Context: an optimization exercise on an open-source flow, tuned for small area. The choices shown serve that exercise and are no tape-out recipe.
Only simulation tests tie the RTL to the original design; equivalence was not proved.

## indigo
// z80
module z80 (
    input clk,
    input n_reset,
    input n_int,
    input n_nmi,
    input [7:0] din,
    output reg n_iorq,
    output reg n_halt,
    output reg n_m1,
    output reg n_mreq,
    output reg n_rd,
    output reg n_wr,
    output reg [15:0] addr,
    output reg [7:0] dout,
    output reg dout_en
);
export LEC_CHECK = 0
export CAP_MARGIN = 20
export CORE_MARGIN = 2
export CORE_UTILIZATION = 40
export SETUP_SLACK_MARGIN = 0.35
export SLEW_MARGIN = 20
create_clock -name core_clock -period 12.0 [get_ports {clk}]
standard.sh (not shown) runs the stock make flow with config.mk's settings and CLKGATE_MAP_FILE= SYNTH_SCRIPT=/design/flow/synth_recipe.tcl, a recipe that flattens the netlist after the stock synthesis.
==> flow/flow/run.sh <==
#!/bin/bash
# Own layout flow: the standard ORFS flow, with one change in synthesis:
# the ABC technology-mapping script (flow/abc.script) replaces ORFS's
# abc_speed/abc_area script. Everything before and after ABC (including
# dfflibmap, so every register keeps its name and cell type) is the standard flow's
# standard synthesis (synth_recipe.tcl) unchanged.
set -euo pipefail
W=$PWD
F=$W/flow

# Synthesis script: synth_recipe.tcl with a hook, inserted after its first
# line, that points ABC at flow/abc.script.
{
  head -n 1 synth_recipe.tcl
  cat <<EOT
set ::own_abc_script {$F/abc.script}
proc own_abc_hook {args} {
  set i [lsearch -exact \$::abc_args -script]
  if {\$i >= 0 && [lindex \$::abc_args [expr {\$i + 1}]] ne \$::own_abc_script} {
    set ::abc_args [lreplace \$::abc_args [expr {\$i + 1}] [expr {\$i + 1}] \$::own_abc_script]
  }
}
trace add variable ::abc_args write own_abc_hook
EOT
  tail -n +2 synth_recipe.tcl
} > own_synth.tcl

sed "s#SYNTH_SCRIPT=[^ ]*#SYNTH_SCRIPT=$W/own_synth.tcl#" standard.sh > own_standard.sh
grep -q "SYNTH_SCRIPT=$W/own_synth.tcl" own_standard.sh

# Extra ORFS make variables for the layout steps, one VAR=VALUE per line.
EXTRA=()
if [[ -f $F/make_vars.txt ]]; then
  while IFS= read -r line; do
    [[ -z "$line" || "$line" == \#* ]] && continue
    EXTRA+=("$line")
  done < "$F/make_vars.txt"
fi

bash own_standard.sh synth > synth.log 2>&1
grep -q "own_abc_script\|$F/abc.script" orfs/logs/*/z80/base/1_2_yosys.log
bash own_standard.sh "${EXTRA[@]}" finish > layout.log 2>&1
test -s out/final.def
==> flow/flow/abc.script <==
strash
&get -n
&deepsyn -T 600
&put
dch -f
amap -F 4 -A 8
topo
stime -c
==> flow/flow/make_vars.txt <==
CTS_ARGS=-sink_clustering_enable -repair_clock_nets -buf_list {sky130_fd_sc_hd__clkbuf_4 sky130_fd_sc_hd__clkbuf_8} -dont_use_dummy_load
BUFFER_PORTS_ARGS=-buffer_cell sky130_fd_sc_hd__buf_1
GPL_KEEP_OVERFLOW=0
Input-level comparison between tundra and indigo:
Settings: SETUP_SLACK_MARGIN changed from 0.35 to 0.5.
--- a/flow/flow/abc.script
+++ b/flow/flow/abc.script
@@ -3 +3 @@
-&deepsyn -T 600
+&deepsyn -T 300
==> comparison <==
- [compare] base=indigo new=tundra: setup slack went up 0.19 ns; routed wire length went down 3.5 mm; finished layout cell area went down about 0.37%; number of global-route vias before repair went down 283.


Another version of the RTL of z80 (not shown whole).
Size: about 3,200 cells after synthesis, ~320 flip-flops, roughly 43 I/O pins, ~23,000 µm² of cells after synthesis.
Settings: LEC_CHECK=0, CAP_MARGIN=10, CORE_MARGIN=2, CORE_UTILIZATION=40, SLEW_MARGIN=10; clock period 12.0 ns.
==> flow/flow/run.sh <==
#!/bin/bash
# Own layout flow: the standard ORFS flow, with one change in synthesis:
# the ABC technology-mapping script (flow/abc.script) replaces ORFS's
# abc_speed/abc_area script. Everything before and after ABC (including
# dfflibmap, so every register keeps its name and cell type) is the standard flow's
# standard synthesis (synth_recipe.tcl) unchanged.
set -euo pipefail
W=$PWD
F=$W/flow

# Synthesis script: synth_recipe.tcl with a hook, inserted after its first
# line, that points ABC at flow/abc.script.
{
  head -n 1 synth_recipe.tcl
  cat <<EOT
set ::own_abc_script {$F/abc.script}
proc own_abc_hook {args} {
  set i [lsearch -exact \$::abc_args -script]
  if {\$i >= 0 && [lindex \$::abc_args [expr {\$i + 1}]] ne \$::own_abc_script} {
    set ::abc_args [lreplace \$::abc_args [expr {\$i + 1}] [expr {\$i + 1}] \$::own_abc_script]
  }
}
trace add variable ::abc_args write own_abc_hook
EOT
  tail -n +2 synth_recipe.tcl
} > own_synth.tcl

sed "s#SYNTH_SCRIPT=[^ ]*#SYNTH_SCRIPT=$W/own_synth.tcl#" standard.sh > own_standard.sh
grep -q "SYNTH_SCRIPT=$W/own_synth.tcl" own_standard.sh

bash own_standard.sh synth > synth.log 2>&1
grep -q "own_abc_script\|$F/abc.script" orfs/logs/*/z80/base/1_2_yosys.log
bash own_standard.sh > layout.log 2>&1
test -s out/final.def
==> flow/flow/abc.script <==
strash
&get -n
&deepsyn -T 240
&put
dch -f
amap
topo
stime -c
The starting point passed the timing, DRC and antenna checks.
Next try:
==> flow/run.sh (new file) <==
#!/bin/bash
# synth_recipe.tcl (not shown) runs the flow's synth.tcl, then flattens the netlist and writes it again
# the make line also repeats each setting of config.mk as NAME=value (left out here)
make -C /OpenROAD-flow-scripts/flow DESIGN_CONFIG=/design/flow/config.mk WORK_HOME=/design/flow/orfs CLKGATE_MAP_FILE= SYNTH_SCRIPT=/design/flow/synth_recipe.tcl finish
Settings changed: ABC_AREA from default to 1.
removed: flow/flow/run.sh
removed: flow/flow/abc.script
removed: flow/standard.sh
After rerunning:
- The changed run completed without violations
- clock skew fell by 0.0063 ns
- register-to-register slack gets better by 0.38 ns
- area after synthesis rose by 29%
- wire length rose by 29%
- cell area rose by 16%
- synthesized cell count rose by 48%
- sequential share of layout area fell by 3.8 points


RTL: one of the versions met above, not the one the previous note started from.
Size in the first run: ~2900 cells after synthesis, ~320 flip-flops, about 43 I/O pins.
export LEC_CHECK = 0
export CAP_MARGIN = 20
export CORE_MARGIN = 2
export CORE_UTILIZATION = 40
export SETUP_SLACK_MARGIN = 0.35
export SLEW_MARGIN = 20
create_clock -name core_clock -period 12.0 [get_ports {clk}]
==> flow/flow/run.sh <==
#!/bin/bash
# Own layout flow: the standard ORFS flow, with one change in synthesis:
# the ABC technology-mapping script (flow/abc.script) replaces ORFS's
# abc_speed/abc_area script. Everything before and after ABC (including
# dfflibmap, so every register keeps its name and cell type) is the standard flow's
# standard synthesis (synth_recipe.tcl) unchanged.
set -euo pipefail
W=$PWD
F=$W/flow

# Synthesis script: synth_recipe.tcl with a hook, inserted after its first
# line, that points ABC at flow/abc.script.
{
  head -n 1 synth_recipe.tcl
  cat <<EOT
set ::own_abc_script {$F/abc.script}
proc own_abc_hook {args} {
  set i [lsearch -exact \$::abc_args -script]
  if {\$i >= 0 && [lindex \$::abc_args [expr {\$i + 1}]] ne \$::own_abc_script} {
    set ::abc_args [lreplace \$::abc_args [expr {\$i + 1}] [expr {\$i + 1}] \$::own_abc_script]
  }
}
trace add variable ::abc_args write own_abc_hook
EOT
  tail -n +2 synth_recipe.tcl
} > own_synth.tcl

sed "s#SYNTH_SCRIPT=[^ ]*#SYNTH_SCRIPT=$W/own_synth.tcl#" standard.sh > own_standard.sh
grep -q "SYNTH_SCRIPT=$W/own_synth.tcl" own_standard.sh

# Extra ORFS make variables for the layout steps, one VAR=VALUE per line.
EXTRA=()
if [[ -f $F/make_vars.txt ]]; then
  while IFS= read -r line; do
    [[ -z "$line" || "$line" == \#* ]] && continue
    EXTRA+=("$line")
  done < "$F/make_vars.txt"
fi

bash own_standard.sh synth > synth.log 2>&1
grep -q "own_abc_script\|$F/abc.script" orfs/logs/*/z80/base/1_2_yosys.log
bash own_standard.sh "${EXTRA[@]}" finish > layout.log 2>&1
test -s out/final.def
==> flow/flow/abc.script <==
strash
&get -n
&deepsyn -T 600
&put
dch -f
amap -F 4 -A 8
topo
stime -c
==> flow/flow/make_vars.txt <==
CTS_ARGS=-sink_clustering_enable -repair_clock_nets -buf_list {sky130_fd_sc_hd__clkbuf_8} -dont_use_dummy_load -sink_clustering_size 20 -sink_clustering_max_diameter 50
BUFFER_PORTS_ARGS=-buffer_cell sky130_fd_sc_hd__buf_1
GPL_KEEP_OVERFLOW=0
The starting point completed with no timing, DRC or antenna violations.
Edit:
==> flow/flow/abc.script (replaced) <==
strash
&get -n
&deepsyn -T 300
&put
dch -f
amap -F 4 -A 8
topo
stime -c
- SETUP_SLACK_MARGIN: 0.35 -> 0.5
Effect: Critical path depth stays the same. Utilization falls by 0.13 points. Die area rises slightly. Clock-buffer cell count rises by 1.

-- port drivers added, routing unchanged --
The flow's constraints put no driver on any port. The routed layouts listed below were extracted and timed again, unchanged, in two steps. Step 1: set_driving_cell puts a clkbuf_16 on clk and a buf_2 on each other input, an assumption about the parent block. Step 2, shift: input delay + t, output delay - t, t = (earliest + latest rising clock arrival at the registers) / 2. This alone moves slack from input paths to output paths. Three values: ideal ports, drivers, drivers and shift; two values: the first two.
run | t (ns) | slack for setup (ns) | worst data-port slew with drivers (ns) | cell pins on the clock port's net
indigo | 0.720 | 0.526 / 0.526 / 0.526 | 0.05 | 1
tundra | 0.746 | 0.715 / 0.715 / 0.715 | 0.04 | 1
the first run of note 2 | 0.672 | 0.366 / 0.366 / 0.366 | 0.05 | 1
the second run of note 2 | 0.663 | 0.747 / 0.747 / 0.747 | 0.05 | 1
the first run of note 3 | 0.697 | 0.632 / 0.632 / 0.632 | 0.05 | 1
the second run of note 3 | 0.729 | 0.635 / 0.635 / 0.635 | 0.04 | 1
After both steps every run listed still meets setup and hold.
